From an optimization exercise on the open Yosys and OpenROAD flow, aimed at small area and a short achievable clock period; shortcuts taken in it are not production practice.
Function was not checked in any run shown here: the RTL went through the layout flow alone.

==> flow/design.v, too long to show whole: its modules and the start of the top module <==
// module Float8Mac16_3stage: 1318 lines
module Float8Mac16_3stage #(
    parameter int unsigned N_WAY  = 16,
    parameter int unsigned PADBIT = 10
)(
    input  logic               clk,
    input  logic               rst_n,
    input  logic [8*N_WAY-1:0] din_X,
    input  logic [8*N_WAY-1:0] din_W,
    input  logic               din_valid,
    output logic [15:0]        dout,
    output logic               dout_valid
);
  // ...
==> flow/run.sh <==
#!/bin/bash
# synth_recipe.tcl (not shown) runs the flow's synth.tcl, then flattens the netlist and writes it again
# the make line also repeats each setting of config.mk as NAME=value (left out here)
make -C /OpenROAD-flow-scripts/flow DESIGN_CONFIG=/design/flow/config.mk WORK_HOME=/design/flow/orfs CLKGATE_MAP_FILE= SYNTH_SCRIPT=/design/flow/synth_recipe.tcl finish
==> flow/config.mk <==
export PLATFORM = sky130hd
export DESIGN_NAME = Float8Mac16_3stage
export DESIGN_NICKNAME = Float8Mac16_3stage
export VERILOG_FILES = /design/flow/design.v
export SDC_FILE = /design/flow/constraint.sdc
export NUM_CORES = 4
export LEC_CHECK = 0
export CAP_MARGIN = 20
export CORE_MARGIN = 2
export CORE_UTILIZATION = 40
export PLACE_DENSITY = 0.6
export SLEW_MARGIN = 20
==> flow/constraint.sdc <==
create_clock -name core_clock -period 44.0 [get_ports {clk}]
set_input_delay 8.8000 -clock core_clock [delete_from_list [all_inputs] [get_ports {clk}]]
set_output_delay 8.8000 -clock core_clock [all_outputs]
set_load 0.01 [all_outputs]
==> results.yml, run 1 <==
critical_path:
  crit_end: "ub[1]"
  worst-path-stages: 42
  worstPathArrival_ns: 16.59
  crit_start: "pb[1][6]"
  setup.worst_path.end_class: "register"
  cp_top_family: "simple AND/OR/NAND/NOR gates"
  r2r_slack_ns: 27.90
  r2r-end: "ub[1]"
  slowest_delay_ns: 0.79
  cpMostUsedCell: "fa_1"
detailed_routing:
  vias: 39500
  wl_met3_mm: 12.9
  met1_length_mm: 66.3
  drt_wl_total_mm: 161
grt:
  grt_pass1_vias: 38900
  use_met3_pct: 5.36
  grt_util_met2_pct: 45.0
  grt_pass1_wl_mm: 240
  antenna_found_initial: 5
placement:
  place_area_um2: 49200
  numPortBuffers: 275
  place_ws_ns: 28.53
sta:
  rsz0062_at_grt: "false"
  final_max_slew_viol_count: 0
  slew_headroom_pct: 24.5
clock_tree:
  clockRootBuffer: "clkbuf_16"
  cts.htree.levels: 2
  cts_setup_buffers: 0
finish:
  largest_reg_flops: 128
  post-route-util_pct: 45.6
  buffers: 317
  drive_above_1_share_pct: 4.54
  nMultiInputCombCells: 4400
  multiInputGateArea_um2: 36000
  final_cells: 7126
  mostFrequentLayoutCells: "inv_1 (513), nand2_1 (470), ha_1 (447)"
  fin_area_um2: 50600
die:
  ios: 276
hold_path:
  hp-class: "register to register"
  hold-path-endpoint: "mc[0]"
synth:
  syn-num-nets: 6497
status:
  status: "timing/DRC/antenna clean"
==> run 2, diff against run 1 <==
==> flow/design.v (replaced) <==
module Float8Mac16_3stage #(
    parameter int unsigned N_WAY  = 16,
    parameter int unsigned PADBIT = 10
)(
    input  logic               clk,
    input  logic               rst_n,
    input  logic [8*N_WAY-1:0] din_X,
    input  logic [8*N_WAY-1:0] din_W,
    input  logic               din_valid,
    output logic [15:0]        dout,
    output logic               dout_valid
);
    logic [2:0] vld;
    always_ff @(posedge clk or negedge rst_n) begin
        if (!rst_n) vld <= 3'd0;
        else        vld <= {vld[1:0], din_valid};
    end
    assign dout_valid = vld[2];
    logic [7:0] pa [N_WAY-1:0];
    logic [4:0] ea [N_WAY-1:0];
    logic [5:0] ga [N_WAY-1:0];
    logic [N_WAY-1:0] sa;
    genvar K;
    generate
        for (K = 0; K < N_WAY; K = K + 1) begin : gen_front
            wire [3:0] ex = din_X[8*K+6:8*K+3];
            wire [3:0] ew = din_W[8*K+6:8*K+3];
            wire [2:0] fx = din_X[8*K+2:8*K];
            wire [2:0] fw = din_W[8*K+2:8*K];
            wire       hx = |ex;
            wire       hw = |ew;
            assign pa[K] = {hx, fx} * {hw, fw};
            assign ea[K] = {1'b0, ex[3:1], ex[0] | ~hx} + {1'b0, ew[3:1], ew[0] | ~hw};
            assign sa[K] = din_X[8*K+7] ^ din_W[8*K+7];
            logic [4:0] nx, nw;
            logic [2:0] ax, aw;
            always_comb begin
                if (hx)         begin nx = {1'b0, ex} + 5'd3; ax = fx;                end
                else if (fx[2]) begin nx = 5'd3;              ax = {fx[1:0], 1'b0};   end
                else if (fx[1]) begin nx = 5'd2;              ax = {fx[0], 2'b00};    end
                else            begin nx = 5'd1;              ax = 3'b000;            end
                if (hw)         begin nw = {1'b0, ew} + 5'd3; aw = fw;                end
                else if (fw[2]) begin nw = 5'd3;              aw = {fw[1:0], 1'b0};   end
                else if (fw[1]) begin nw = 5'd2;              aw = {fw[0], 2'b00};    end
                else            begin nw = 5'd1;              aw = 3'b000;            end
            end
            wire [7:0] pn = {1'b1, ax} * {1'b1, aw};
            wire       nz = (hx | (|fx)) & (hw | (|fw));
            assign ga[K] = nz ? ({1'b0, nx} + {1'b0, nw} + {5'd0, pn[7]}) : 6'd0;
        end
    endgenerate
    logic [7:0] pb [N_WAY-1:0];
    logic [4:0] eb [N_WAY-1:0];
    logic [5:0] gb [N_WAY-1:0];
    logic [N_WAY-1:0] sb;
    always_ff @(posedge clk) begin
        for (int i = 0; i < N_WAY; i = i + 1) begin
            pb[i] <= pa[i];
            eb[i] <= ea[i];
            gb[i] <= ga[i];
        end
        sb <= sa;
    end
    logic [5:0] mx;
    always_comb begin
        logic [N_WAY-1:0] cand;
        cand = '1;
        for (int b = 5; b >= 0; b = b - 1) begin
            mx[b] = 1'b0;
            for (int k = 0; k < N_WAY; k = k + 1) mx[b] = mx[b] | (cand[k] & gb[k][b]);
            for (int k = 0; k < N_WAY; k = k + 1) cand[k] = cand[k] & (gb[k][b] | ~mx[b]);
        end
    end
    logic [6:0]  cm;
    assign cm = 7'd24 - {1'b0, mx};
    logic [17:0] r [N_WAY-1:0];
    generate
        for (K = 0; K < N_WAY; K = K + 1) begin : gen_align
            wire [6:0]  t  = {2'b0, eb[K]} + cm;
            wire [7:0]  q  = t[6] ? 8'd0 : pb[K];
            wire [8:0]  s0 = t[0] ? {q, 1'b0}   : {1'b0, q};
            wire [10:0] s1 = t[1] ? {s0, 2'b0}  : {2'b0, s0};
            wire [14:0] s2 = t[2] ? {s1, 4'b0}  : {4'b0, s1};
            wire [22:0] s3 = t[3] ? {s2, 8'b0}  : {8'b0, s2};
            wire [38:0] s4 = t[4] ? {s3, 16'b0} : {16'b0, s3};
            assign r[K] = s4[24:7] ^ {18{sb[K]}};
        end
    endgenerate
    logic [4:0] nneg, nneg_m;
    always_comb begin
        nneg = 5'd0;
        for (int k = 0; k < N_WAY; k = k + 1) nneg = nneg + {4'd0, sb[k]};
        nneg_m = -nneg;
    end
    wire tas1;
    wire tac2;
    wire tas3;
    wire tac4;
    wire tas5;
    wire tac6;
    wire tas7;
    wire tac8;
    wire tas9;
    wire tac10;
    wire tas11;
    wire tac12;
    wire tas13;
    wire tac14;
    wire tas15;
    wire tac16;
    wire tas17;
    wire tac18;
    wire tas19;
    wire tac20;
    wire tas21;
    wire tac22;
    wire tas23;
    wire tac24;
    wire tas25;
    wire tac26;
    wire tas27;
    wire tac28;
    wire tas29;
    wire tac30;
    wire tas31;
    wire tac32;
    wire tas33;
    wire tac34;
    wire tas35;
    wire tac36;
    wire tas37;
    wire tac38;
    wire tas39;
    wire tac40;
    wire tas41;
    wire tac42;
    wire tas43;
    wire tac44;
    wire tas45;
    wire tac46;
    wire tas47;
    wire tac48;
    wire tas49;
    wire tac50;
    wire tas51;
    wire tac52;
    wire tas53;
    wire tac54;
    wire tas55;
    wire tac56;
    wire tas57;
    wire tac58;
    wire tas59;
    wire tac60;
    wire tas61;
    wire tac62;
    wire tas63;
    wire tac64;
    wire tas65;
    wire tac66;
    wire tas67;
    wire tac68;
    wire tas69;
    wire tac70;
    wire tas71;
    wire tac72;
    wire tas73;
    wire tac74;
    wire tas75;
    wire tac76;
    wire tas77;
    wire tac78;
    wire tas79;
    wire tac80;
    wire tas81;
    wire tac82;
    wire tas83;
    wire tac84;
    wire tas85;
    wire tac86;
    wire tas87;
    wire tac88;
    wire tas89;
    wire tac90;
    wire tas91;
    wire tac92;
    wire tas93;
    wire tac94;
    wire tas95;
    wire tac96;
    wire tas97;
    wire tac98;
    wire tas99;
    wire tac100;
    wire tas101;
    wire tac102;
    wire tas103;
    wire tac104;
    wire tas105;
    wire tac106;
    wire tas107;
    wire tac108;
    wire tas109;
    wire tac110;
    wire tas111;
    wire tac112;
    wire tas113;
    wire tac114;
    wire tas115;
    wire tac116;
    wire tas117;
    wire tac118;
    wire tas119;
    wire tac120;
    wire tas121;
    wire tac122;
    wire tas123;
    wire tac124;
    wire tas125;
    wire tac126;
    wire tas127;
    wire tac128;
    wire tas129;
    wire tac130;
    wire tas131;
    wire tac132;
    wire tas133;
    wire tac134;
    wire tas135;
    wire tac136;
    wire tas137;
    wire tac138;
    wire tas139;
    wire tac140;
    wire tas141;
    wire tac142;
    wire tas143;
    wire tac144;
    wire tas145;
    wire tac146;
    wire tas147;
    wire tac148;
    wire tas149;
    wire tac150;
    wire tas151;
    wire tac152;
    wire tas153;
    wire tac154;
    wire tas155;
    wire tac156;
    wire tas157;
    wire tac158;
    wire tas159;
    wire tac160;
    wire tas161;
    wire tac162;
    wire tas163;
    wire tac164;
    wire tas165;
    wire tac166;
    wire tas167;
    wire tac168;
    wire tas169;
    wire tac170;
    wire tas171;
    wire tac172;
    wire tas173;
    wire tac174;
    wire tas175;
    wire tac176;
    wire tas177;
    wire tac178;
    wire tas179;
    wire tac180;
    wire tas181;
    wire tac182;
    wire tas183;
    wire tac184;
    wire tas185;
    wire tac186;
    wire tas187;
    wire tac188;
    wire tas189;
    wire tac190;
    wire tas191;
    wire tac192;
    wire tas193;
    wire tac194;
    wire tas195;
    wire tac196;
    wire tas197;
    wire tac198;
    wire tas199;
    wire tac200;
    wire tas201;
    wire tac202;
    wire tas203;
    wire tac204;
    wire tas205;
    wire tac206;
    wire tas207;
    wire tac208;
    wire tas209;
    wire tac210;
    wire tas211;
    wire tac212;
    wire tas213;
    wire tac214;
    wire tas215;
    wire tac216;
    wire tas217;
    wire tac218;
    wire tas219;
    wire tac220;
    wire tas221;
    wire tac222;
    wire tas223;
    wire tac224;
    wire tas225;
    wire tac226;
    wire tas227;
    wire tac228;
    wire tas229;
    wire tac230;
    wire tas231;
    wire tac232;
    wire tas233;
    wire tac234;
    wire tas235;
    wire tac236;
    wire tas237;
    wire tac238;
    wire tas239;
    wire tac240;
    wire tas241;
    wire tac242;
    wire tas243;
    wire tac244;
    wire tas245;
    wire tac246;
    wire tas247;
    wire tac248;
    wire tas249;
    wire tac250;
    wire tas251;
    wire tac252;
    wire tas253;
    wire tac254;
    wire tas255;
    wire tac256;
    wire tas257;
    wire tac258;
    wire tas259;
    wire tac260;
    wire tas261;
    wire tac262;
    wire tas263;
    wire tac264;
    wire tas265;
    wire tac266;
    wire tas267;
    wire tac268;
    wire tas269;
    wire tac270;
    wire tas271;
    wire tac272;
    wire tas273;
    wire tac274;
    wire tas275;
    wire tac276;
    wire tas277;
    wire tac278;
    wire tas279;
    wire tac280;
    wire tas281;
    wire tac282;
    wire tas283;
    wire tac284;
    wire tas285;
    wire tac286;
    wire tas287;
    wire tac288;
    wire tas289;
    wire tac290;
    wire tas291;
    wire tac292;
    wire tas293;
    wire tac294;
    wire tas295;
    wire tac296;
    wire tas297;
    wire tac298;
    wire tas299;
    wire tac300;
    wire tas301;
    wire tac302;
    wire tas303;
    wire tac304;
    wire tas305;
    wire tac306;
    wire tas307;
    wire tac308;
    wire tas309;
    wire tac310;
    wire tas311;
    wire tac312;
    wire tas313;
    wire tac314;
    wire tas315;
    wire tac316;
    wire tas317;
    wire tac318;
    wire tas319;
    wire tac320;
    wire tas321;
    wire tac322;
    wire tas323;
    wire tac324;
    wire tas325;
    wire tac326;
    wire tas327;
    wire tac328;
    wire tas329;
    wire tac330;
    wire tas331;
    wire tac332;
    wire tas333;
    wire tac334;
    wire tas335;
    wire tac336;
    wire tas337;
    wire tac338;
    wire tas339;
    wire tac340;
    wire tas341;
    wire tac342;
    wire tas343;
    wire tac344;
    wire tas345;
    wire tac346;
    wire tas347;
    wire tac348;
    wire tas349;
    wire tac350;
    wire tas351;
    wire tac352;
    wire tas353;
    wire tac354;
    wire tas355;
    wire tac356;
    wire tas357;
    wire tac358;
    wire tas359;
    wire tac360;
    wire tas361;
    wire tac362;
    wire tas363;
    wire tac364;
    wire tas365;
    wire tac366;
    wire tas367;
    wire tac368;
    wire tas369;
    wire tac370;
    wire tas371;
    wire tac372;
    wire tas373;
    wire tac374;
    wire tas375;
    wire tac376;
    wire tas377;
    wire tac378;
    wire tas379;
    wire tac380;
    wire tas381;
    wire tac382;
    wire tas383;
    wire tac384;
    wire tas385;
    wire tac386;
    wire tas387;
    wire tac388;
    wire tas389;
    wire tac390;
    wire tas391;
    wire tac392;
    wire tas393;
    wire tac394;
    wire tas395;
    wire tac396;
    wire tas397;
    wire tac398;
    wire tas399;
    wire tac400;
    wire tas401;
    wire tac402;
    wire tas403;
    wire tac404;
    wire tas405;
    wire tac406;
    wire tas407;
    wire tac408;
    wire tas409;
    wire tac410;
    wire tas411;
    wire tac412;
    wire tas413;
    wire tac414;
    wire tas415;
    wire tac416;
    wire tas417;
    wire tac418;
    wire tas419;
    wire tac420;
    wire tas421;
    wire tac422;
    wire tas423;
    wire tac424;
    wire tas425;
    wire tac426;
    wire tas427;
    wire tac428;
    wire tas429;
    wire tac430;
    wire tas431;
    wire tac432;
    wire tas433;
    wire tac434;
    wire tas435;
    wire tac436;
    wire tas437;
    wire tac438;
    wire tas439;
    wire tac440;
    wire tas441;
    wire tac442;
    wire tas443;
    wire tac444;
    wire tas445;
    wire tac446;
    wire tas447;
    wire tac448;
    wire tas449;
    wire tac450;
    wire tas451;
    wire tac452;
    wire tas453;
    wire tac454;
    wire tas455;
    wire tac456;
    wire tas457;
    wire tac458;
    wire tas459;
    wire tac460;
    wire tas461;
    wire tac462;
    wire tas463;
    wire tac464;
    assign tas1 = r[0][0] ^ r[1][0] ^ r[2][0];
    assign tac2 = (r[0][0] & r[1][0]) | (r[2][0] & (r[0][0] ^ r[1][0]));
    assign tas3 = r[3][0] ^ r[4][0] ^ r[5][0];
    assign tac4 = (r[3][0] & r[4][0]) | (r[5][0] & (r[3][0] ^ r[4][0]));
    assign tas5 = r[0][1] ^ r[1][1] ^ r[2][1];
    assign tac6 = (r[0][1] & r[1][1]) | (r[2][1] & (r[0][1] ^ r[1][1]));
    assign tas7 = r[3][1] ^ r[4][1] ^ r[5][1];
    assign tac8 = (r[3][1] & r[4][1]) | (r[5][1] & (r[3][1] ^ r[4][1]));
    assign tas9 = r[6][1] ^ r[7][1] ^ r[8][1];
    assign tac10 = (r[6][1] & r[7][1]) | (r[8][1] & (r[6][1] ^ r[7][1]));
    assign tas11 = r[0][2] ^ r[1][2] ^ r[2][2];
    assign tac12 = (r[0][2] & r[1][2]) | (r[2][2] & (r[0][2] ^ r[1][2]));
    assign tas13 = r[3][2] ^ r[4][2] ^ r[5][2];
    assign tac14 = (r[3][2] & r[4][2]) | (r[5][2] & (r[3][2] ^ r[4][2]));
    assign tas15 = r[6][2] ^ r[7][2] ^ r[8][2];
    assign tac16 = (r[6][2] & r[7][2]) | (r[8][2] & (r[6][2] ^ r[7][2]));
    assign tas17 = r[9][2] ^ r[10][2];
    assign tac18 = r[9][2] & r[10][2];
    assign tas19 = r[0][3] ^ r[1][3] ^ r[2][3];
    assign tac20 = (r[0][3] & r[1][3]) | (r[2][3] & (r[0][3] ^ r[1][3]));
    assign tas21 = r[3][3] ^ r[4][3] ^ r[5][3];
    assign tac22 = (r[3][3] & r[4][3]) | (r[5][3] & (r[3][3] ^ r[4][3]));
    assign tas23 = r[6][3] ^ r[7][3] ^ r[8][3];
    assign tac24 = (r[6][3] & r[7][3]) | (r[8][3] & (r[6][3] ^ r[7][3]));
    assign tas25 = r[9][3] ^ r[10][3] ^ r[11][3];
    assign tac26 = (r[9][3] & r[10][3]) | (r[11][3] & (r[9][3] ^ r[10][3]));
    assign tas27 = r[0][4] ^ r[1][4] ^ r[2][4];
    assign tac28 = (r[0][4] & r[1][4]) | (r[2][4] & (r[0][4] ^ r[1][4]));
    assign tas29 = r[3][4] ^ r[4][4] ^ r[5][4];
    assign tac30 = (r[3][4] & r[4][4]) | (r[5][4] & (r[3][4] ^ r[4][4]));
    assign tas31 = r[6][4] ^ r[7][4] ^ r[8][4];
    assign tac32 = (r[6][4] & r[7][4]) | (r[8][4] & (r[6][4] ^ r[7][4]));
    assign tas33 = r[9][4] ^ r[10][4] ^ r[11][4];
    assign tac34 = (r[9][4] & r[10][4]) | (r[11][4] & (r[9][4] ^ r[10][4]));
    assign tas35 = r[0][5] ^ r[1][5] ^ r[2][5];
    assign tac36 = (r[0][5] & r[1][5]) | (r[2][5] & (r[0][5] ^ r[1][5]));
    assign tas37 = r[3][5] ^ r[4][5] ^ r[5][5];
    assign tac38 = (r[3][5] & r[4][5]) | (r[5][5] & (r[3][5] ^ r[4][5]));
    assign tas39 = r[6][5] ^ r[7][5] ^ r[8][5];
    assign tac40 = (r[6][5] & r[7][5]) | (r[8][5] & (r[6][5] ^ r[7][5]));
    assign tas41 = r[9][5] ^ r[10][5];
    assign tac42 = r[9][5] & r[10][5];
    assign tas43 = r[0][6] ^ r[1][6] ^ r[2][6];
    assign tac44 = (r[0][6] & r[1][6]) | (r[2][6] & (r[0][6] ^ r[1][6]));
    assign tas45 = r[3][6] ^ r[4][6] ^ r[5][6];
    assign tac46 = (r[3][6] & r[4][6]) | (r[5][6] & (r[3][6] ^ r[4][6]));
    assign tas47 = r[6][6] ^ r[7][6] ^ r[8][6];
    assign tac48 = (r[6][6] & r[7][6]) | (r[8][6] & (r[6][6] ^ r[7][6]));
    assign tas49 = r[9][6] ^ r[10][6];
    assign tac50 = r[9][6] & r[10][6];
    assign tas51 = r[0][7] ^ r[1][7] ^ r[2][7];
    assign tac52 = (r[0][7] & r[1][7]) | (r[2][7] & (r[0][7] ^ r[1][7]));
    assign tas53 = r[3][7] ^ r[4][7] ^ r[5][7];
    assign tac54 = (r[3][7] & r[4][7]) | (r[5][7] & (r[3][7] ^ r[4][7]));
    assign tas55 = r[6][7] ^ r[7][7] ^ r[8][7];
    assign tac56 = (r[6][7] & r[7][7]) | (r[8][7] & (r[6][7] ^ r[7][7]));
    assign tas57 = r[9][7] ^ r[10][7];
    assign tac58 = r[9][7] & r[10][7];
    assign tas59 = r[0][8] ^ r[1][8] ^ r[2][8];
    assign tac60 = (r[0][8] & r[1][8]) | (r[2][8] & (r[0][8] ^ r[1][8]));
    assign tas61 = r[3][8] ^ r[4][8] ^ r[5][8];
    assign tac62 = (r[3][8] & r[4][8]) | (r[5][8] & (r[3][8] ^ r[4][8]));
    assign tas63 = r[6][8] ^ r[7][8] ^ r[8][8];
    assign tac64 = (r[6][8] & r[7][8]) | (r[8][8] & (r[6][8] ^ r[7][8]));
    assign tas65 = r[9][8] ^ r[10][8];
    assign tac66 = r[9][8] & r[10][8];
    assign tas67 = r[0][9] ^ r[1][9] ^ r[2][9];
    assign tac68 = (r[0][9] & r[1][9]) | (r[2][9] & (r[0][9] ^ r[1][9]));
    assign tas69 = r[3][9] ^ r[4][9] ^ r[5][9];
    assign tac70 = (r[3][9] & r[4][9]) | (r[5][9] & (r[3][9] ^ r[4][9]));
    assign tas71 = r[6][9] ^ r[7][9] ^ r[8][9];
    assign tac72 = (r[6][9] & r[7][9]) | (r[8][9] & (r[6][9] ^ r[7][9]));
    assign tas73 = r[9][9] ^ r[10][9];
    assign tac74 = r[9][9] & r[10][9];
    assign tas75 = r[0][10] ^ r[1][10] ^ r[2][10];
    assign tac76 = (r[0][10] & r[1][10]) | (r[2][10] & (r[0][10] ^ r[1][10]));
    assign tas77 = r[3][10] ^ r[4][10] ^ r[5][10];
    assign tac78 = (r[3][10] & r[4][10]) | (r[5][10] & (r[3][10] ^ r[4][10]));
    assign tas79 = r[6][10] ^ r[7][10] ^ r[8][10];
    assign tac80 = (r[6][10] & r[7][10]) | (r[8][10] & (r[6][10] ^ r[7][10]));
    assign tas81 = r[9][10] ^ r[10][10];
    assign tac82 = r[9][10] & r[10][10];
    assign tas83 = r[0][11] ^ r[1][11] ^ r[2][11];
    assign tac84 = (r[0][11] & r[1][11]) | (r[2][11] & (r[0][11] ^ r[1][11]));
    assign tas85 = r[3][11] ^ r[4][11] ^ r[5][11];
    assign tac86 = (r[3][11] & r[4][11]) | (r[5][11] & (r[3][11] ^ r[4][11]));
    assign tas87 = r[6][11] ^ r[7][11] ^ r[8][11];
    assign tac88 = (r[6][11] & r[7][11]) | (r[8][11] & (r[6][11] ^ r[7][11]));
    assign tas89 = r[9][11] ^ r[10][11];
    assign tac90 = r[9][11] & r[10][11];
    assign tas91 = r[0][12] ^ r[1][12] ^ r[2][12];
    assign tac92 = (r[0][12] & r[1][12]) | (r[2][12] & (r[0][12] ^ r[1][12]));
    assign tas93 = r[3][12] ^ r[4][12] ^ r[5][12];
    assign tac94 = (r[3][12] & r[4][12]) | (r[5][12] & (r[3][12] ^ r[4][12]));
    assign tas95 = r[6][12] ^ r[7][12] ^ r[8][12];
    assign tac96 = (r[6][12] & r[7][12]) | (r[8][12] & (r[6][12] ^ r[7][12]));
    assign tas97 = r[9][12] ^ r[10][12];
    assign tac98 = r[9][12] & r[10][12];
    assign tas99 = r[0][13] ^ r[1][13] ^ r[2][13];
    assign tac100 = (r[0][13] & r[1][13]) | (r[2][13] & (r[0][13] ^ r[1][13]));
    assign tas101 = r[3][13] ^ r[4][13] ^ r[5][13];
    assign tac102 = (r[3][13] & r[4][13]) | (r[5][13] & (r[3][13] ^ r[4][13]));
    assign tas103 = r[6][13] ^ r[7][13] ^ r[8][13];
    assign tac104 = (r[6][13] & r[7][13]) | (r[8][13] & (r[6][13] ^ r[7][13]));
    assign tas105 = r[9][13] ^ r[10][13];
    assign tac106 = r[9][13] & r[10][13];
    assign tas107 = r[0][14] ^ r[1][14] ^ r[2][14];
    assign tac108 = (r[0][14] & r[1][14]) | (r[2][14] & (r[0][14] ^ r[1][14]));
    assign tas109 = r[3][14] ^ r[4][14] ^ r[5][14];
    assign tac110 = (r[3][14] & r[4][14]) | (r[5][14] & (r[3][14] ^ r[4][14]));
    assign tas111 = r[6][14] ^ r[7][14] ^ r[8][14];
    assign tac112 = (r[6][14] & r[7][14]) | (r[8][14] & (r[6][14] ^ r[7][14]));
    assign tas113 = r[9][14] ^ r[10][14];
    assign tac114 = r[9][14] & r[10][14];
    assign tas115 = r[0][15] ^ r[1][15] ^ r[2][15];
    assign tac116 = (r[0][15] & r[1][15]) | (r[2][15] & (r[0][15] ^ r[1][15]));
    assign tas117 = r[3][15] ^ r[4][15] ^ r[5][15];
    assign tac118 = (r[3][15] & r[4][15]) | (r[5][15] & (r[3][15] ^ r[4][15]));
    assign tas119 = r[6][15] ^ r[7][15] ^ r[8][15];
    assign tac120 = (r[6][15] & r[7][15]) | (r[8][15] & (r[6][15] ^ r[7][15]));
    assign tas121 = r[9][15] ^ r[10][15];
    assign tac122 = r[9][15] & r[10][15];
    assign tas123 = r[0][16] ^ r[1][16] ^ r[2][16];
    assign tac124 = (r[0][16] & r[1][16]) | (r[2][16] & (r[0][16] ^ r[1][16]));
    assign tas125 = r[3][16] ^ r[4][16] ^ r[5][16];
    assign tac126 = (r[3][16] & r[4][16]) | (r[5][16] & (r[3][16] ^ r[4][16]));
    assign tas127 = r[6][16] ^ r[7][16] ^ r[8][16];
    assign tac128 = (r[6][16] & r[7][16]) | (r[8][16] & (r[6][16] ^ r[7][16]));
    assign tas129 = r[9][16] ^ r[10][16];
    assign tac130 = r[9][16] & r[10][16];
    assign tas131 = r[0][17] ^ r[1][17] ^ r[2][17];
    assign tac132 = (r[0][17] & r[1][17]) | (r[2][17] & (r[0][17] ^ r[1][17]));
    assign tas133 = r[3][17] ^ r[4][17] ^ r[5][17];
    assign tac134 = (r[3][17] & r[4][17]) | (r[5][17] & (r[3][17] ^ r[4][17]));
    assign tas135 = r[6][17] ^ r[7][17] ^ r[8][17];
    assign tac136 = (r[6][17] & r[7][17]) | (r[8][17] & (r[6][17] ^ r[7][17]));
    assign tas137 = r[9][17] ^ r[10][17];
    assign tac138 = r[9][17] & r[10][17];
    assign tas139 = r[6][0] ^ r[7][0] ^ r[8][0];
    assign tac140 = (r[6][0] & r[7][0]) | (r[8][0] & (r[6][0] ^ r[7][0]));
    assign tas141 = r[9][0] ^ r[10][0] ^ r[11][0];
    assign tac142 = (r[9][0] & r[10][0]) | (r[11][0] & (r[9][0] ^ r[10][0]));
    assign tas143 = r[9][1] ^ r[10][1] ^ r[11][1];
    assign tac144 = (r[9][1] & r[10][1]) | (r[11][1] & (r[9][1] ^ r[10][1]));
    assign tas145 = r[12][1] ^ r[13][1] ^ r[14][1];
    assign tac146 = (r[12][1] & r[13][1]) | (r[14][1] & (r[12][1] ^ r[13][1]));
    assign tas147 = r[15][1] ^ nneg[1] ^ tas5;
    assign tac148 = (r[15][1] & nneg[1]) | (tas5 & (r[15][1] ^ nneg[1]));
    assign tas149 = r[11][2] ^ r[12][2] ^ r[13][2];
    assign tac150 = (r[11][2] & r[12][2]) | (r[13][2] & (r[11][2] ^ r[12][2]));
    assign tas151 = r[14][2] ^ r[15][2] ^ nneg[2];
    assign tac152 = (r[14][2] & r[15][2]) | (nneg[2] & (r[14][2] ^ r[15][2]));
    assign tas153 = tas11 ^ tas13 ^ tas15;
    assign tac154 = (tas11 & tas13) | (tas15 & (tas11 ^ tas13));
    assign tas155 = tas17 ^ tac6;
    assign tac156 = tas17 & tac6;
    assign tas157 = r[12][3] ^ r[13][3] ^ r[14][3];
    assign tac158 = (r[12][3] & r[13][3]) | (r[14][3] & (r[12][3] ^ r[13][3]));
    assign tas159 = r[15][3] ^ nneg[3] ^ tas19;
    assign tac160 = (r[15][3] & nneg[3]) | (tas19 & (r[15][3] ^ nneg[3]));
    assign tas161 = tas21 ^ tas23 ^ tas25;
    assign tac162 = (tas21 & tas23) | (tas25 & (tas21 ^ tas23));
    assign tas163 = tac12 ^ tac14 ^ tac16;
    assign tac164 = (tac12 & tac14) | (tac16 & (tac12 ^ tac14));
    assign tas165 = r[12][4] ^ r[13][4] ^ r[14][4];
    assign tac166 = (r[12][4] & r[13][4]) | (r[14][4] & (r[12][4] ^ r[13][4]));
    assign tas167 = r[15][4] ^ nneg[4] ^ tas27;
    assign tac168 = (r[15][4] & nneg[4]) | (tas27 & (r[15][4] ^ nneg[4]));
    assign tas169 = tas29 ^ tas31 ^ tas33;
    assign tac170 = (tas29 & tas31) | (tas33 & (tas29 ^ tas31));
    assign tas171 = tac20 ^ tac22 ^ tac24;
    assign tac172 = (tac20 & tac22) | (tac24 & (tac20 ^ tac22));
    assign tas173 = r[11][5] ^ r[12][5] ^ r[13][5];
    assign tac174 = (r[11][5] & r[12][5]) | (r[13][5] & (r[11][5] ^ r[12][5]));
    assign tas175 = r[14][5] ^ r[15][5] ^ tas35;
    assign tac176 = (r[14][5] & r[15][5]) | (tas35 & (r[14][5] ^ r[15][5]));
    assign tas177 = tas37 ^ tas39 ^ tas41;
    assign tac178 = (tas37 & tas39) | (tas41 & (tas37 ^ tas39));
    assign tas179 = tac28 ^ tac30 ^ tac32;
    assign tac180 = (tac28 & tac30) | (tac32 & (tac28 ^ tac30));
    assign tas181 = r[11][6] ^ r[12][6] ^ r[13][6];
    assign tac182 = (r[11][6] & r[12][6]) | (r[13][6] & (r[11][6] ^ r[12][6]));
    assign tas183 = r[14][6] ^ r[15][6] ^ tas43;
    assign tac184 = (r[14][6] & r[15][6]) | (tas43 & (r[14][6] ^ r[15][6]));
    assign tas185 = tas45 ^ tas47 ^ tas49;
    assign tac186 = (tas45 & tas47) | (tas49 & (tas45 ^ tas47));
    assign tas187 = tac36 ^ tac38 ^ tac40;
    assign tac188 = (tac36 & tac38) | (tac40 & (tac36 ^ tac38));
    assign tas189 = r[11][7] ^ r[12][7] ^ r[13][7];
    assign tac190 = (r[11][7] & r[12][7]) | (r[13][7] & (r[11][7] ^ r[12][7]));
    assign tas191 = r[14][7] ^ r[15][7] ^ tas51;
    assign tac192 = (r[14][7] & r[15][7]) | (tas51 & (r[14][7] ^ r[15][7]));
    assign tas193 = tas53 ^ tas55 ^ tas57;
    assign tac194 = (tas53 & tas55) | (tas57 & (tas53 ^ tas55));
    assign tas195 = tac44 ^ tac46 ^ tac48;
    assign tac196 = (tac44 & tac46) | (tac48 & (tac44 ^ tac46));
    assign tas197 = r[11][8] ^ r[12][8] ^ r[13][8];
    assign tac198 = (r[11][8] & r[12][8]) | (r[13][8] & (r[11][8] ^ r[12][8]));
    assign tas199 = r[14][8] ^ r[15][8] ^ tas59;
    assign tac200 = (r[14][8] & r[15][8]) | (tas59 & (r[14][8] ^ r[15][8]));
    assign tas201 = tas61 ^ tas63 ^ tas65;
    assign tac202 = (tas61 & tas63) | (tas65 & (tas61 ^ tas63));
    assign tas203 = tac52 ^ tac54 ^ tac56;
    assign tac204 = (tac52 & tac54) | (tac56 & (tac52 ^ tac54));
    assign tas205 = r[11][9] ^ r[12][9] ^ r[13][9];
    assign tac206 = (r[11][9] & r[12][9]) | (r[13][9] & (r[11][9] ^ r[12][9]));
    assign tas207 = r[14][9] ^ r[15][9] ^ tas67;
    assign tac208 = (r[14][9] & r[15][9]) | (tas67 & (r[14][9] ^ r[15][9]));
    assign tas209 = tas69 ^ tas71 ^ tas73;
    assign tac210 = (tas69 & tas71) | (tas73 & (tas69 ^ tas71));
    assign tas211 = tac60 ^ tac62 ^ tac64;
    assign tac212 = (tac60 & tac62) | (tac64 & (tac60 ^ tac62));
    assign tas213 = r[11][10] ^ r[12][10] ^ r[13][10];
    assign tac214 = (r[11][10] & r[12][10]) | (r[13][10] & (r[11][10] ^ r[12][10]));
    assign tas215 = r[14][10] ^ r[15][10] ^ tas75;
    assign tac216 = (r[14][10] & r[15][10]) | (tas75 & (r[14][10] ^ r[15][10]));
    assign tas217 = tas77 ^ tas79 ^ tas81;
    assign tac218 = (tas77 & tas79) | (tas81 & (tas77 ^ tas79));
    assign tas219 = tac68 ^ tac70 ^ tac72;
    assign tac220 = (tac68 & tac70) | (tac72 & (tac68 ^ tac70));
    assign tas221 = r[11][11] ^ r[12][11] ^ r[13][11];
    assign tac222 = (r[11][11] & r[12][11]) | (r[13][11] & (r[11][11] ^ r[12][11]));
    assign tas223 = r[14][11] ^ r[15][11] ^ tas83;
    assign tac224 = (r[14][11] & r[15][11]) | (tas83 & (r[14][11] ^ r[15][11]));
    assign tas225 = tas85 ^ tas87 ^ tas89;
    assign tac226 = (tas85 & tas87) | (tas89 & (tas85 ^ tas87));
    assign tas227 = tac76 ^ tac78 ^ tac80;
    assign tac228 = (tac76 & tac78) | (tac80 & (tac76 ^ tac78));
    assign tas229 = r[11][12] ^ r[12][12] ^ r[13][12];
    assign tac230 = (r[11][12] & r[12][12]) | (r[13][12] & (r[11][12] ^ r[12][12]));
    assign tas231 = r[14][12] ^ r[15][12] ^ tas91;
    assign tac232 = (r[14][12] & r[15][12]) | (tas91 & (r[14][12] ^ r[15][12]));
    assign tas233 = tas93 ^ tas95 ^ tas97;
    assign tac234 = (tas93 & tas95) | (tas97 & (tas93 ^ tas95));
    assign tas235 = tac84 ^ tac86 ^ tac88;
    assign tac236 = (tac84 & tac86) | (tac88 & (tac84 ^ tac86));
    assign tas237 = r[11][13] ^ r[12][13] ^ r[13][13];
    assign tac238 = (r[11][13] & r[12][13]) | (r[13][13] & (r[11][13] ^ r[12][13]));
    assign tas239 = r[14][13] ^ r[15][13] ^ tas99;
    assign tac240 = (r[14][13] & r[15][13]) | (tas99 & (r[14][13] ^ r[15][13]));
    assign tas241 = tas101 ^ tas103 ^ tas105;
    assign tac242 = (tas101 & tas103) | (tas105 & (tas101 ^ tas103));
    assign tas243 = tac92 ^ tac94 ^ tac96;
    assign tac244 = (tac92 & tac94) | (tac96 & (tac92 ^ tac94));
    assign tas245 = r[11][14] ^ r[12][14] ^ r[13][14];
    assign tac246 = (r[11][14] & r[12][14]) | (r[13][14] & (r[11][14] ^ r[12][14]));
    assign tas247 = r[14][14] ^ r[15][14] ^ tas107;
    assign tac248 = (r[14][14] & r[15][14]) | (tas107 & (r[14][14] ^ r[15][14]));
    assign tas249 = tas109 ^ tas111 ^ tas113;
    assign tac250 = (tas109 & tas111) | (tas113 & (tas109 ^ tas111));
    assign tas251 = tac100 ^ tac102 ^ tac104;
    assign tac252 = (tac100 & tac102) | (tac104 & (tac100 ^ tac102));
    assign tas253 = r[11][15] ^ r[12][15] ^ r[13][15];
    assign tac254 = (r[11][15] & r[12][15]) | (r[13][15] & (r[11][15] ^ r[12][15]));
    assign tas255 = r[14][15] ^ r[15][15] ^ tas115;
    assign tac256 = (r[14][15] & r[15][15]) | (tas115 & (r[14][15] ^ r[15][15]));
    assign tas257 = tas117 ^ tas119 ^ tas121;
    assign tac258 = (tas117 & tas119) | (tas121 & (tas117 ^ tas119));
    assign tas259 = tac108 ^ tac110 ^ tac112;
    assign tac260 = (tac108 & tac110) | (tac112 & (tac108 ^ tac110));
    assign tas261 = r[11][16] ^ r[12][16] ^ r[13][16];
    assign tac262 = (r[11][16] & r[12][16]) | (r[13][16] & (r[11][16] ^ r[12][16]));
    assign tas263 = r[14][16] ^ r[15][16] ^ tas123;
    assign tac264 = (r[14][16] & r[15][16]) | (tas123 & (r[14][16] ^ r[15][16]));
    assign tas265 = tas125 ^ tas127 ^ tas129;
    assign tac266 = (tas125 & tas127) | (tas129 & (tas125 ^ tas127));
    assign tas267 = tac116 ^ tac118 ^ tac120;
    assign tac268 = (tac116 & tac118) | (tac120 & (tac116 ^ tac118));
    assign tas269 = r[11][17] ^ r[12][17] ^ r[13][17];
    assign tac270 = (r[11][17] & r[12][17]) | (r[13][17] & (r[11][17] ^ r[12][17]));
    assign tas271 = r[14][17] ^ r[15][17] ^ tas131;
    assign tac272 = (r[14][17] & r[15][17]) | (tas131 & (r[14][17] ^ r[15][17]));
    assign tas273 = tas133 ^ tas135 ^ tas137;
    assign tac274 = (tas133 & tas135) | (tas137 & (tas133 ^ tas135));
    assign tas275 = tac124 ^ tac126 ^ tac128;
    assign tac276 = (tac124 & tac126) | (tac128 & (tac124 ^ tac126));
    assign tas277 = r[12][0] ^ r[13][0] ^ r[14][0];
    assign tac278 = (r[12][0] & r[13][0]) | (r[14][0] & (r[12][0] ^ r[13][0]));
    assign tas279 = r[15][0] ^ nneg[0];
    assign tac280 = r[15][0] & nneg[0];
    assign tas281 = tas7 ^ tas9 ^ tac2;
    assign tac282 = (tas7 & tas9) | (tac2 & (tas7 ^ tas9));
    assign tas283 = tac4 ^ tas143 ^ tas145;
    assign tac284 = (tac4 & tas143) | (tas145 & (tac4 ^ tas143));
    assign tas285 = tas147 ^ tac140;
    assign tac286 = tas147 & tac140;
    assign tas287 = tac8 ^ tac10 ^ tas149;
    assign tac288 = (tac8 & tac10) | (tas149 & (tac8 ^ tac10));
    assign tas289 = tas151 ^ tas153 ^ tas155;
    assign tac290 = (tas151 & tas153) | (tas155 & (tas151 ^ tas153));
    assign tas291 = tac144 ^ tac146 ^ tac148;
    assign tac292 = (tac144 & tac146) | (tac148 & (tac144 ^ tac146));
    assign tas293 = tac18 ^ tas157 ^ tas159;
    assign tac294 = (tac18 & tas157) | (tas159 & (tac18 ^ tas157));
    assign tas295 = tas161 ^ tas163 ^ tac150;
    assign tac296 = (tas161 & tas163) | (tac150 & (tas161 ^ tas163));
    assign tas297 = tac152 ^ tac154 ^ tac156;
    assign tac298 = (tac152 & tac154) | (tac156 & (tac152 ^ tac154));
    assign tas299 = tac26 ^ tas165 ^ tas167;
    assign tac300 = (tac26 & tas165) | (tas167 & (tac26 ^ tas165));
    assign tas301 = tas169 ^ tas171 ^ tac158;
    assign tac302 = (tas169 & tas171) | (tac158 & (tas169 ^ tas171));
    assign tas303 = tac160 ^ tac162 ^ tac164;
    assign tac304 = (tac160 & tac162) | (tac164 & (tac160 ^ tac162));
    assign tas305 = tac34 ^ tas173 ^ tas175;
    assign tac306 = (tac34 & tas173) | (tas175 & (tac34 ^ tas173));
    assign tas307 = tas177 ^ tas179 ^ tac166;
    assign tac308 = (tas177 & tas179) | (tac166 & (tas177 ^ tas179));
    assign tas309 = tac168 ^ tac170 ^ tac172;
    assign tac310 = (tac168 & tac170) | (tac172 & (tac168 ^ tac170));
    assign tas311 = tac42 ^ tas181 ^ tas183;
    assign tac312 = (tac42 & tas181) | (tas183 & (tac42 ^ tas181));
    assign tas313 = tas185 ^ tas187 ^ tac174;
    assign tac314 = (tas185 & tas187) | (tac174 & (tas185 ^ tas187));
    assign tas315 = tac176 ^ tac178 ^ tac180;
    assign tac316 = (tac176 & tac178) | (tac180 & (tac176 ^ tac178));
    assign tas317 = tac50 ^ tas189 ^ tas191;
    assign tac318 = (tac50 & tas189) | (tas191 & (tac50 ^ tas189));
    assign tas319 = tas193 ^ tas195 ^ tac182;
    assign tac320 = (tas193 & tas195) | (tac182 & (tas193 ^ tas195));
    assign tas321 = tac184 ^ tac186 ^ tac188;
    assign tac322 = (tac184 & tac186) | (tac188 & (tac184 ^ tac186));
    assign tas323 = tac58 ^ tas197 ^ tas199;
    assign tac324 = (tac58 & tas197) | (tas199 & (tac58 ^ tas197));
    assign tas325 = tas201 ^ tas203 ^ tac190;
    assign tac326 = (tas201 & tas203) | (tac190 & (tas201 ^ tas203));
    assign tas327 = tac192 ^ tac194 ^ tac196;
    assign tac328 = (tac192 & tac194) | (tac196 & (tac192 ^ tac194));
    assign tas329 = tac66 ^ tas205 ^ tas207;
    assign tac330 = (tac66 & tas205) | (tas207 & (tac66 ^ tas205));
    assign tas331 = tas209 ^ tas211 ^ tac198;
    assign tac332 = (tas209 & tas211) | (tac198 & (tas209 ^ tas211));
    assign tas333 = tac200 ^ tac202 ^ tac204;
    assign tac334 = (tac200 & tac202) | (tac204 & (tac200 ^ tac202));
    assign tas335 = tac74 ^ tas213 ^ tas215;
    assign tac336 = (tac74 & tas213) | (tas215 & (tac74 ^ tas213));
    assign tas337 = tas217 ^ tas219 ^ tac206;
    assign tac338 = (tas217 & tas219) | (tac206 & (tas217 ^ tas219));
    assign tas339 = tac208 ^ tac210 ^ tac212;
    assign tac340 = (tac208 & tac210) | (tac212 & (tac208 ^ tac210));
    assign tas341 = tac82 ^ tas221 ^ tas223;
    assign tac342 = (tac82 & tas221) | (tas223 & (tac82 ^ tas221));
    assign tas343 = tas225 ^ tas227 ^ tac214;
    assign tac344 = (tas225 & tas227) | (tac214 & (tas225 ^ tas227));
    assign tas345 = tac216 ^ tac218 ^ tac220;
    assign tac346 = (tac216 & tac218) | (tac220 & (tac216 ^ tac218));
    assign tas347 = tac90 ^ tas229 ^ tas231;
    assign tac348 = (tac90 & tas229) | (tas231 & (tac90 ^ tas229));
    assign tas349 = tas233 ^ tas235 ^ tac222;
    assign tac350 = (tas233 & tas235) | (tac222 & (tas233 ^ tas235));
    assign tas351 = tac224 ^ tac226 ^ tac228;
    assign tac352 = (tac224 & tac226) | (tac228 & (tac224 ^ tac226));
    assign tas353 = tac98 ^ tas237 ^ tas239;
    assign tac354 = (tac98 & tas237) | (tas239 & (tac98 ^ tas237));
    assign tas355 = tas241 ^ tas243 ^ tac230;
    assign tac356 = (tas241 & tas243) | (tac230 & (tas241 ^ tas243));
    assign tas357 = tac232 ^ tac234 ^ tac236;
    assign tac358 = (tac232 & tac234) | (tac236 & (tac232 ^ tac234));
    assign tas359 = tac106 ^ tas245 ^ tas247;
    assign tac360 = (tac106 & tas245) | (tas247 & (tac106 ^ tas245));
    assign tas361 = tas249 ^ tas251 ^ tac238;
    assign tac362 = (tas249 & tas251) | (tac238 & (tas249 ^ tas251));
    assign tas363 = tac240 ^ tac242 ^ tac244;
    assign tac364 = (tac240 & tac242) | (tac244 & (tac240 ^ tac242));
    assign tas365 = tac114 ^ tas253 ^ tas255;
    assign tac366 = (tac114 & tas253) | (tas255 & (tac114 ^ tas253));
    assign tas367 = tas257 ^ tas259 ^ tac246;
    assign tac368 = (tas257 & tas259) | (tac246 & (tas257 ^ tas259));
    assign tas369 = tac248 ^ tac250 ^ tac252;
    assign tac370 = (tac248 & tac250) | (tac252 & (tac248 ^ tac250));
    assign tas371 = tac122 ^ tas261 ^ tas263;
    assign tac372 = (tac122 & tas261) | (tas263 & (tac122 ^ tas261));
    assign tas373 = tas265 ^ tas267 ^ tac254;
    assign tac374 = (tas265 & tas267) | (tac254 & (tas265 ^ tas267));
    assign tas375 = tac256 ^ tac258 ^ tac260;
    assign tac376 = (tac256 & tac258) | (tac260 & (tac256 ^ tac258));
    assign tas377 = tac130 ^ tas269 ^ tas271;
    assign tac378 = (tac130 & tas269) | (tas271 & (tac130 ^ tas269));
    assign tas379 = tas273 ^ tas275 ^ tac262;
    assign tac380 = (tas273 & tas275) | (tac262 & (tas273 ^ tas275));
    assign tas381 = tac264 ^ tac266 ^ tac268;
    assign tac382 = (tac264 & tac266) | (tac268 & (tac264 ^ tac266));
    assign tas383 = nneg_m[0] ^ tac132 ^ tac134;
    assign tac384 = (nneg_m[0] & tac132) | (tac134 & (nneg_m[0] ^ tac132));
    assign tas385 = tac136 ^ tac138 ^ tac270;
    assign tac386 = (tac136 & tac138) | (tac270 & (tac136 ^ tac138));
    assign tas387 = tac272 ^ tac274 ^ tac276;
    assign tac388 = (tac272 & tac274) | (tac276 & (tac272 ^ tac274));
    assign tas389 = tas1 ^ tas3 ^ tas139;
    assign tac390 = (tas1 & tas3) | (tas139 & (tas1 ^ tas3));
    assign tas391 = tac142 ^ tas281 ^ tas283;
    assign tac392 = (tac142 & tas281) | (tas283 & (tac142 ^ tas281));
    assign tas393 = tas285 ^ tac278;
    assign tac394 = tas285 & tac278;
    assign tas395 = tas287 ^ tas289 ^ tas291;
    assign tac396 = (tas287 & tas289) | (tas291 & (tas287 ^ tas289));
    assign tas397 = tac282 ^ tac284 ^ tac286;
    assign tac398 = (tac282 & tac284) | (tac286 & (tac282 ^ tac284));
    assign tas399 = tas293 ^ tas295 ^ tas297;
    assign tac400 = (tas293 & tas295) | (tas297 & (tas293 ^ tas295));
    assign tas401 = tac288 ^ tac290 ^ tac292;
    assign tac402 = (tac288 & tac290) | (tac292 & (tac288 ^ tac290));
    assign tas403 = tas299 ^ tas301 ^ tas303;
    assign tac404 = (tas299 & tas301) | (tas303 & (tas299 ^ tas301));
    assign tas405 = tac294 ^ tac296 ^ tac298;
    assign tac406 = (tac294 & tac296) | (tac298 & (tac294 ^ tac296));
    assign tas407 = tas305 ^ tas307 ^ tas309;
    assign tac408 = (tas305 & tas307) | (tas309 & (tas305 ^ tas307));
    assign tas409 = tac300 ^ tac302 ^ tac304;
    assign tac410 = (tac300 & tac302) | (tac304 & (tac300 ^ tac302));
    assign tas411 = tas311 ^ tas313 ^ tas315;
    assign tac412 = (tas311 & tas313) | (tas315 & (tas311 ^ tas313));
    assign tas413 = tac306 ^ tac308 ^ tac310;
    assign tac414 = (tac306 & tac308) | (tac310 & (tac306 ^ tac308));
    assign tas415 = tas317 ^ tas319 ^ tas321;
    assign tac416 = (tas317 & tas319) | (tas321 & (tas317 ^ tas319));
    assign tas417 = tac312 ^ tac314 ^ tac316;
    assign tac418 = (tac312 & tac314) | (tac316 & (tac312 ^ tac314));
    assign tas419 = tas323 ^ tas325 ^ tas327;
    assign tac420 = (tas323 & tas325) | (tas327 & (tas323 ^ tas325));
    assign tas421 = tac318 ^ tac320 ^ tac322;
    assign tac422 = (tac318 & tac320) | (tac322 & (tac318 ^ tac320));
    assign tas423 = tas329 ^ tas331 ^ tas333;
    assign tac424 = (tas329 & tas331) | (tas333 & (tas329 ^ tas331));
    assign tas425 = tac324 ^ tac326 ^ tac328;
    assign tac426 = (tac324 & tac326) | (tac328 & (tac324 ^ tac326));
    assign tas427 = tas335 ^ tas337 ^ tas339;
    assign tac428 = (tas335 & tas337) | (tas339 & (tas335 ^ tas337));
    assign tas429 = tac330 ^ tac332 ^ tac334;
    assign tac430 = (tac330 & tac332) | (tac334 & (tac330 ^ tac332));
    assign tas431 = tas341 ^ tas343 ^ tas345;
    assign tac432 = (tas341 & tas343) | (tas345 & (tas341 ^ tas343));
    assign tas433 = tac336 ^ tac338 ^ tac340;
    assign tac434 = (tac336 & tac338) | (tac340 & (tac336 ^ tac338));
    assign tas435 = tas347 ^ tas349 ^ tas351;
    assign tac436 = (tas347 & tas349) | (tas351 & (tas347 ^ tas349));
    assign tas437 = tac342 ^ tac344 ^ tac346;
    assign tac438 = (tac342 & tac344) | (tac346 & (tac342 ^ tac344));
    assign tas439 = tas353 ^ tas355 ^ tas357;
    assign tac440 = (tas353 & tas355) | (tas357 & (tas353 ^ tas355));
    assign tas441 = tac348 ^ tac350 ^ tac352;
    assign tac442 = (tac348 & tac350) | (tac352 & (tac348 ^ tac350));
    assign tas443 = tas359 ^ tas361 ^ tas363;
    assign tac444 = (tas359 & tas361) | (tas363 & (tas359 ^ tas361));
    assign tas445 = tac354 ^ tac356 ^ tac358;
    assign tac446 = (tac354 & tac356) | (tac358 & (tac354 ^ tac356));
    assign tas447 = tas365 ^ tas367 ^ tas369;
    assign tac448 = (tas365 & tas367) | (tas369 & (tas365 ^ tas367));
    assign tas449 = tac360 ^ tac362 ^ tac364;
    assign tac450 = (tac360 & tac362) | (tac364 & (tac360 ^ tac362));
    assign tas451 = tas371 ^ tas373 ^ tas375;
    assign tac452 = (tas371 & tas373) | (tas375 & (tas371 ^ tas373));
    assign tas453 = tac366 ^ tac368 ^ tac370;
    assign tac454 = (tac366 & tac368) | (tac370 & (tac366 ^ tac368));
    assign tas455 = tas377 ^ tas379 ^ tas381;
    assign tac456 = (tas377 & tas379) | (tas381 & (tas377 ^ tas379));
    assign tas457 = tac372 ^ tac374 ^ tac376;
    assign tac458 = (tac372 & tac374) | (tac376 & (tac372 ^ tac374));
    assign tas459 = tas383 ^ tas385 ^ tas387;
    assign tac460 = (tas383 & tas385) | (tas387 & (tas383 ^ tas385));
    assign tas461 = tac378 ^ tac380 ^ tac382;
    assign tac462 = (tac378 & tac380) | (tac382 & (tac378 ^ tac380));
    assign tas463 = nneg_m[1] ^ tac384 ^ tac386;
    assign tac464 = (nneg_m[1] & tac384) | (tac386 & (nneg_m[1] ^ tac384));
    logic [83:0] tr_a, tr_b;
    assign tr_a = {nneg_m[4], nneg_m[3], tac464, nneg_m[2], tac462, tac460, tas463, tac388, tac458, tac456, tas461, tas459, tac454, tac452, tas457, tas455, tac450, tac448, tas453, tas451, tac446, tac444, tas449, tas447, tac442, tac440, tas445, tas443, tac438, tac436, tas441, tas439, tac434, tac432, tas437, tas435, tac430, tac428, tas433, tas431, tac426, tac424, tas429, tas427, tac422, tac420, tas425, tas423, tac418, tac416, tas421, tas419, tac414, tac412, tas417, tas415, tac410, tac408, tas413, tas411, tac406, tac404, tas409, tas407, tac402, tac400, tas405, tas403, tac398, tac396, tas401, tas399, tac394, tac392, tas397, tas395, tac390, tas393, tas391, tac280, tas389, tas279, tas277, tas141};
    logic [5:0] mb;
    always_ff @(posedge clk) begin
        tr_b <= tr_a;
        mb   <= mx;
    end
    wire tbs1;
    wire tbc2;
    wire tbs3;
    wire tbc4;
    wire tbs5;
    wire tbc6;
    wire tbs7;
    wire tbc8;
    wire tbs9;
    wire tbc10;
    wire tbs11;
    wire tbc12;
    wire tbs13;
    wire tbc14;
    wire tbs15;
    wire tbc16;
    wire tbs17;
    wire tbc18;
    wire tbs19;
    wire tbc20;
    wire tbs21;
    wire tbc22;
    wire tbs23;
    wire tbc24;
    wire tbs25;
    wire tbc26;
    wire tbs27;
    wire tbc28;
    wire tbs29;
    wire tbc30;
    wire tbs31;
    wire tbc32;
    wire tbs33;
    wire tbc34;
    wire tbs35;
    wire tbc36;
    wire tbs37;
    wire tbc38;
    wire tbs39;
    wire tbc40;
    wire tbs41;
    wire tbc42;
    wire tbs43;
    wire tbc44;
    wire tbs45;
    wire tbc46;
    wire tbs47;
    wire tbc48;
    wire tbs49;
    wire tbc50;
    wire tbs51;
    wire tbc52;
    wire tbs53;
    wire tbc54;
    wire tbs55;
    wire tbc56;
    wire tbs57;
    wire tbc58;
    wire tbs59;
    wire tbc60;
    wire tbs61;
    wire tbc62;
    wire tbs63;
    wire tbc64;
    wire tbs65;
    wire tbc66;
    wire tbs67;
    wire tbc68;
    wire tbs69;
    wire tbc70;
    wire tbs71;
    wire tbc72;
    wire tbs73;
    wire tbc74;
    wire tbs75;
    wire tbc76;
    wire tbs77;
    wire tbc78;
    wire tbs79;
    wire tbc80;
    wire tbs81;
    wire tbc82;
    assign tbs1 = tr_b[0] ^ tr_b[1];
    assign tbc2 = tr_b[0] & tr_b[1];
    assign tbs3 = tr_b[4] ^ tr_b[5] ^ tr_b[6];
    assign tbc4 = (tr_b[4] & tr_b[5]) | (tr_b[6] & (tr_b[4] ^ tr_b[5]));
    assign tbs5 = tr_b[8] ^ tr_b[9] ^ tr_b[10];
    assign tbc6 = (tr_b[8] & tr_b[9]) | (tr_b[10] & (tr_b[8] ^ tr_b[9]));
    assign tbs7 = tr_b[12] ^ tr_b[13] ^ tr_b[14];
    assign tbc8 = (tr_b[12] & tr_b[13]) | (tr_b[14] & (tr_b[12] ^ tr_b[13]));
    assign tbs9 = tr_b[16] ^ tr_b[17] ^ tr_b[18];
    assign tbc10 = (tr_b[16] & tr_b[17]) | (tr_b[18] & (tr_b[16] ^ tr_b[17]));
    assign tbs11 = tr_b[20] ^ tr_b[21] ^ tr_b[22];
    assign tbc12 = (tr_b[20] & tr_b[21]) | (tr_b[22] & (tr_b[20] ^ tr_b[21]));
    assign tbs13 = tr_b[24] ^ tr_b[25] ^ tr_b[26];
    assign tbc14 = (tr_b[24] & tr_b[25]) | (tr_b[26] & (tr_b[24] ^ tr_b[25]));
    assign tbs15 = tr_b[28] ^ tr_b[29] ^ tr_b[30];
    assign tbc16 = (tr_b[28] & tr_b[29]) | (tr_b[30] & (tr_b[28] ^ tr_b[29]));
    assign tbs17 = tr_b[32] ^ tr_b[33] ^ tr_b[34];
    assign tbc18 = (tr_b[32] & tr_b[33]) | (tr_b[34] & (tr_b[32] ^ tr_b[33]));
    assign tbs19 = tr_b[36] ^ tr_b[37] ^ tr_b[38];
    assign tbc20 = (tr_b[36] & tr_b[37]) | (tr_b[38] & (tr_b[36] ^ tr_b[37]));
    assign tbs21 = tr_b[40] ^ tr_b[41] ^ tr_b[42];
    assign tbc22 = (tr_b[40] & tr_b[41]) | (tr_b[42] & (tr_b[40] ^ tr_b[41]));
    assign tbs23 = tr_b[44] ^ tr_b[45] ^ tr_b[46];
    assign tbc24 = (tr_b[44] & tr_b[45]) | (tr_b[46] & (tr_b[44] ^ tr_b[45]));
    assign tbs25 = tr_b[48] ^ tr_b[49] ^ tr_b[50];
    assign tbc26 = (tr_b[48] & tr_b[49]) | (tr_b[50] & (tr_b[48] ^ tr_b[49]));
    assign tbs27 = tr_b[52] ^ tr_b[53] ^ tr_b[54];
    assign tbc28 = (tr_b[52] & tr_b[53]) | (tr_b[54] & (tr_b[52] ^ tr_b[53]));
    assign tbs29 = tr_b[56] ^ tr_b[57] ^ tr_b[58];
    assign tbc30 = (tr_b[56] & tr_b[57]) | (tr_b[58] & (tr_b[56] ^ tr_b[57]));
    assign tbs31 = tr_b[60] ^ tr_b[61] ^ tr_b[62];
    assign tbc32 = (tr_b[60] & tr_b[61]) | (tr_b[62] & (tr_b[60] ^ tr_b[61]));
    assign tbs33 = tr_b[64] ^ tr_b[65] ^ tr_b[66];
    assign tbc34 = (tr_b[64] & tr_b[65]) | (tr_b[66] & (tr_b[64] ^ tr_b[65]));
    assign tbs35 = tr_b[68] ^ tr_b[69] ^ tr_b[70];
    assign tbc36 = (tr_b[68] & tr_b[69]) | (tr_b[70] & (tr_b[68] ^ tr_b[69]));
    assign tbs37 = tr_b[72] ^ tr_b[73] ^ tr_b[74];
    assign tbc38 = (tr_b[72] & tr_b[73]) | (tr_b[74] & (tr_b[72] ^ tr_b[73]));
    assign tbs39 = tr_b[76] ^ tr_b[77] ^ tr_b[78];
    assign tbc40 = (tr_b[76] & tr_b[77]) | (tr_b[78] & (tr_b[76] ^ tr_b[77]));
    assign tbs41 = tr_b[2] ^ tr_b[3];
    assign tbc42 = tr_b[2] & tr_b[3];
    assign tbs43 = tr_b[7] ^ tbs3 ^ tbc2;
    assign tbc44 = (tr_b[7] & tbs3) | (tbc2 & (tr_b[7] ^ tbs3));
    assign tbs45 = tr_b[11] ^ tbs5 ^ tbc4;
    assign tbc46 = (tr_b[11] & tbs5) | (tbc4 & (tr_b[11] ^ tbs5));
    assign tbs47 = tr_b[15] ^ tbs7 ^ tbc6;
    assign tbc48 = (tr_b[15] & tbs7) | (tbc6 & (tr_b[15] ^ tbs7));
    assign tbs49 = tr_b[19] ^ tbs9 ^ tbc8;
    assign tbc50 = (tr_b[19] & tbs9) | (tbc8 & (tr_b[19] ^ tbs9));
    assign tbs51 = tr_b[23] ^ tbs11 ^ tbc10;
    assign tbc52 = (tr_b[23] & tbs11) | (tbc10 & (tr_b[23] ^ tbs11));
    assign tbs53 = tr_b[27] ^ tbs13 ^ tbc12;
    assign tbc54 = (tr_b[27] & tbs13) | (tbc12 & (tr_b[27] ^ tbs13));
    assign tbs55 = tr_b[31] ^ tbs15 ^ tbc14;
    assign tbc56 = (tr_b[31] & tbs15) | (tbc14 & (tr_b[31] ^ tbs15));
    assign tbs57 = tr_b[35] ^ tbs17 ^ tbc16;
    assign tbc58 = (tr_b[35] & tbs17) | (tbc16 & (tr_b[35] ^ tbs17));
    assign tbs59 = tr_b[39] ^ tbs19 ^ tbc18;
    assign tbc60 = (tr_b[39] & tbs19) | (tbc18 & (tr_b[39] ^ tbs19));
    assign tbs61 = tr_b[43] ^ tbs21 ^ tbc20;
    assign tbc62 = (tr_b[43] & tbs21) | (tbc20 & (tr_b[43] ^ tbs21));
    assign tbs63 = tr_b[47] ^ tbs23 ^ tbc22;
    assign tbc64 = (tr_b[47] & tbs23) | (tbc22 & (tr_b[47] ^ tbs23));
    assign tbs65 = tr_b[51] ^ tbs25 ^ tbc24;
    assign tbc66 = (tr_b[51] & tbs25) | (tbc24 & (tr_b[51] ^ tbs25));
    assign tbs67 = tr_b[55] ^ tbs27 ^ tbc26;
    assign tbc68 = (tr_b[55] & tbs27) | (tbc26 & (tr_b[55] ^ tbs27));
    assign tbs69 = tr_b[59] ^ tbs29 ^ tbc28;
    assign tbc70 = (tr_b[59] & tbs29) | (tbc28 & (tr_b[59] ^ tbs29));
    assign tbs71 = tr_b[63] ^ tbs31 ^ tbc30;
    assign tbc72 = (tr_b[63] & tbs31) | (tbc30 & (tr_b[63] ^ tbs31));
    assign tbs73 = tr_b[67] ^ tbs33 ^ tbc32;
    assign tbc74 = (tr_b[67] & tbs33) | (tbc32 & (tr_b[67] ^ tbs33));
    assign tbs75 = tr_b[71] ^ tbs35 ^ tbc34;
    assign tbc76 = (tr_b[71] & tbs35) | (tbc34 & (tr_b[71] ^ tbs35));
    assign tbs77 = tr_b[75] ^ tbs37 ^ tbc36;
    assign tbc78 = (tr_b[75] & tbs37) | (tbc36 & (tr_b[75] ^ tbs37));
    assign tbs79 = tr_b[79] ^ tbs39 ^ tbc38;
    assign tbc80 = (tr_b[79] & tbs39) | (tbc38 & (tr_b[79] ^ tbs39));
    assign tbs81 = tr_b[80] ^ tr_b[81] ^ tbc40;
    assign tbc82 = (tr_b[80] & tr_b[81]) | (tbc40 & (tr_b[80] ^ tr_b[81]));
    wire [22:0] ua = {tr_b[83], tr_b[82], tbs81, tbs79, tbs77, tbs75, tbs73, tbs71, tbs69, tbs67, tbs65, tbs63, tbs61, tbs59, tbs57, tbs55, tbs53, tbs51, tbs49, tbs47, tbs45, tbs43, tbs1};
    wire [22:0] va = {1'b0, tbc82, tbc80, tbc78, tbc76, tbc74, tbc72, tbc70, tbc68, tbc66, tbc64, tbc62, tbc60, tbc58, tbc56, tbc54, tbc52, tbc50, tbc48, tbc46, tbc44, tbc42, tbs41};
    logic [22:0] sum;
    logic        sgn_a, nz_a, rb_a, st_a;
    logic [21:0] mag, nrm;
    logic [4:0]  lead;
    logic [7:0]  ex_a;
    logic [6:0]  mt_a;
    always_comb begin
        sum   = ua + va;
        sgn_a = sum[22];
        mag   = sgn_a ? -sum[21:0] : sum[21:0];
        lead  = 5'd0;
        for (int i = 0; i < 22; i = i + 1)
            if (mag[i]) lead = i[4:0];
        nrm   = mag << (5'd21 - lead);
        nz_a  = |mag;
        mt_a  = nrm[20:14];
        rb_a  = nrm[13];
        st_a  = |nrm[12:0];
        ex_a  = {2'b0, mb} + 8'd90 + {3'b0, lead};
    end
    logic        sgn_c, nz_c, rb_c, st_c;
    logic [7:0]  ex_c;
    logic [6:0]  mt_c;
    always_ff @(posedge clk) begin
        sgn_c <= sgn_a;
        nz_c  <= nz_a;
        rb_c  <= rb_a;
        st_c  <= st_a;
        ex_c  <= ex_a;
        mt_c  <= mt_a;
    end
    logic [14:0] em;
    always_comb begin
        em   = {ex_c, mt_c} + {14'd0, rb_c & (st_c | mt_c[0])};
        dout = nz_c ? {sgn_c, em} : 16'd0;
    end
endmodule
==> results.yml, run 2 <==
status:
  status: "timing/DRC/antenna clean"
clock_tree:
  cts_resized: 0
  clk_pin_slew_ns: 0.06
  cts_sinks: 432
  hold_buffers: 0
  clk_latency_ns: 0.65
  cts.htree.levels: 2
  cts_tree: "done"
  clk_path_buf_depth: 3
  cts_setup_buffers: 0
  cts_buffers: 52
  clockRootBuffer: "clkbuf_16"
placement:
  dp.cells: 8749
  numPortBuffers: 275
  place_area_um2: 60600
  place_ws_ns: 29.61
  gp_congestion: 1.02
  hpwl_mm: 150
finish:
  layout_commonest_cell: "inv_1"
  largest_registers: "pb x128, gb x96, tr_b x84"
  final_nets: 8282
  area_growth_pct: 10.8
  drive_above_1_share_pct: 3.65
  final_cells: 8844
  largest_reg_flops: 128
  post-route-util_pct: 44.7
  fin_area_um2: 62400
  top_register: "pb"
  mostFrequentLayoutCells: "inv_1 (764), ha_1 (638), nand2_1 (553)"
  fill_cells: 13800
critical_path:
  start_kind: "input pin"
  path_class: "input pin to register"
  critPathRequiredTime_ns: 44.51
  cp_max_fo: 14
  worstPathArrival_ns: 14.22
  reg2reg_from: "gb[13][5]"
  r2r_slack_ns: 31.72
  r2r-end: "tr_b[60]"
  reg2regPathDepth: 36
  setup.worst_path.end_class: "register"
detailed_routing:
  drc: 0
  dr.pass1.iters: 6
  drt_wl_total_mm: 177
  drt-wirelength-per-cell_um: 20.1
  drtIter0Drc: 3275
  detail-route-antenna-nets: 0
  vias: 47600
  viasPerCell: 5.38
grt:
  grt_pass1_vias: 46900
  grtUsageTotal_pct: 24.3
  grt_overflow: 0
  grt_max_degree: 96
  antenna_found_initial: 7
  grt_pass1_wl_mm: 272
die:
  rows: 137
  start_util_pct: 40.3
  ios: 276
  die_height_um: 379
  die_w_um: 379
  dieArea_um2: 144000
  fp.coreArea_um2: 140000
synth:
  ys_seq_area_share_pct: 15.4
  syn_area_per_cell_um2: 8.25
  synth_area_leaders: "fa_1 (16%), dfxtp_1 (15%), ha_1 (14%)"
  synth.most_common_cell: "inv_1"
  synth_edf_count: 0
  ys.flop_type: "dfxtp_1"
  synth_largest_area_cell: "fa_1"
  synth_cell_types: 108
  synthesis.area_um2: 56400
  ys_ff_latch: 432
  synth_warnings: 8
  syn_inst: 6829
  syn-num-nets: 8183
  synth_top_area_share_pct: 16.2
  synth_commonest_cells: "inv_1 (764), ha_1 (638), nand2_1 (553)"
  synthArstFlopShare_pct: 0.694
hold_path:
  hp-class: "register to register"
  hold-path-endpoint: "vld[2]"
  min_path_cells: 0
  worstHoldStart: "vld[1]"
sta:
  final_max_slew_viol_count: 0
  rsz0062_at_grt: "false"
  skew_ns: 0.0342
  setup_tns_ns: 0
  min_period_ns: 13.71
  fin_ws_ns: 30.29
  fin_crit_sh_pct: 31.1
  slew_headroom_pct: 28.4
  hold_viol: 0
  hold_slack_ns: 0.356
  fmaxAchievable_ghz: 0.0730
  tightest_slew_ns: 1.07
  setup_violations: 0
job:
  maxCapViolCount: 0
run 2: area by class of cell:
cell class	count	area [µm²]	share of cell area [%]
flip-flops and latches	432	8660	13.9
clock buffers	66	1460	2.33
repair buffers	307	3000	4.80
inverters	773	2900	4.65
clock inverters	27	294	0.471
well taps	1876	2350	3.76
diodes	1	2.50	0.00401
multi-input cells	5362	43800	70.1
run 2: cells by family (layout without fill, tap and decap cells):
family	Yosys count	count (layout)	share of synthesized area [%]
AOI/OAI and AO/OA	1254	1254	14.1
xor gates and xnor gates	648	648	10.1
adders and majority gates	1095	1095	30.4
buffers and inverters	1035	1173	7.12
DFF	432	432	15.4
muxes	209	209	3.88
other	0	1	0
and+or+nand+nor	2156	2156	19.1
run 2: worst max-delay path, stage by stage:
cell             delay, ns
clkdlybuf4s50_1       0.44
inv_1                 0.12
ha_1                  0.21
or3b_1                0.56
o21ai_0               0.43
nand2_1               0.13
fa_1                  0.51
fa_1                  0.54
inv_1                 0.04
ha_1                  0.28
and4_1                0.14
o21ai_0               0.14
nand2b_1              0.07
a21oi_1               0.14
nor2_1                0.05
nor2_1                0.11
xnor2_1               0.10
fa_1                  0.42
fa_1                  0.42
a21o_1                0.17
a21oi_1               0.17
xor2_1                0.16
nor2_1                0.05
run 2: per-layer routing:
layer	vias up	track usage [%]	part of all wire [%]	wire length [µm]
met1	22800	31.8	44	78700
met4	6	10.0	4.4	7860
met2	1239	40.8	46	82100
met3	260	2.69	4.9	8760
met5	-	0	0.020	36
li1	23300	-	-	-
run 2: worst max path at each step:
stage	depth (start not counted)	slack, ns	endpoint	from
finish	23	30.29	gb[8][4]	din_X[68]
global route	25	29.82	gb[2][4]	din_W[20]
CTS	25	30.31	gb[2][4]	din_W[20]
detailed placement	25	29.61	gb[2][4]	din_W[20]
global placement	25	29.71	gb[2][4]	din_W[20]
floorplan	25	30.44	gb[2][4]	din_W[20]

## what the ideal ports hide
In the flow no input, the clock included, has a driving cell. The finished layouts below were timed again as built, in two steps. Step 1: set_driving_cell puts a clkbuf_16 on clk and a buf_2 on each other input, an assumption about the parent block. Step 2 times the ports against the registers' clock, not the clock port: input delays grow and output delays shrink by t, the midpoint of the rising clock arrivals with the driver on. a / b / c = ideal ports / drivers / drivers and shift; a / b = the first two.
| run | t (ns) | setup WS [ns] | latest minus earliest clock arrival (ns) | slew at the worst register clock pin (ns) |
|---|---|---|---|---|
| run 1 | 0.690 | 27.902 / 27.902 / 27.902 | 0.036 / 0.036 | 0.07 / 0.07 |
| run 2 | 0.720 | 30.294 / 30.353 / 29.634 | 0.043 / 0.043 | 0.07 / 0.07 |
After both steps setup and hold are still met in every run listed. The setup slack of run 2, which loses most, moves by +0.059 ns with the drivers and by -0.660 ns with both steps.
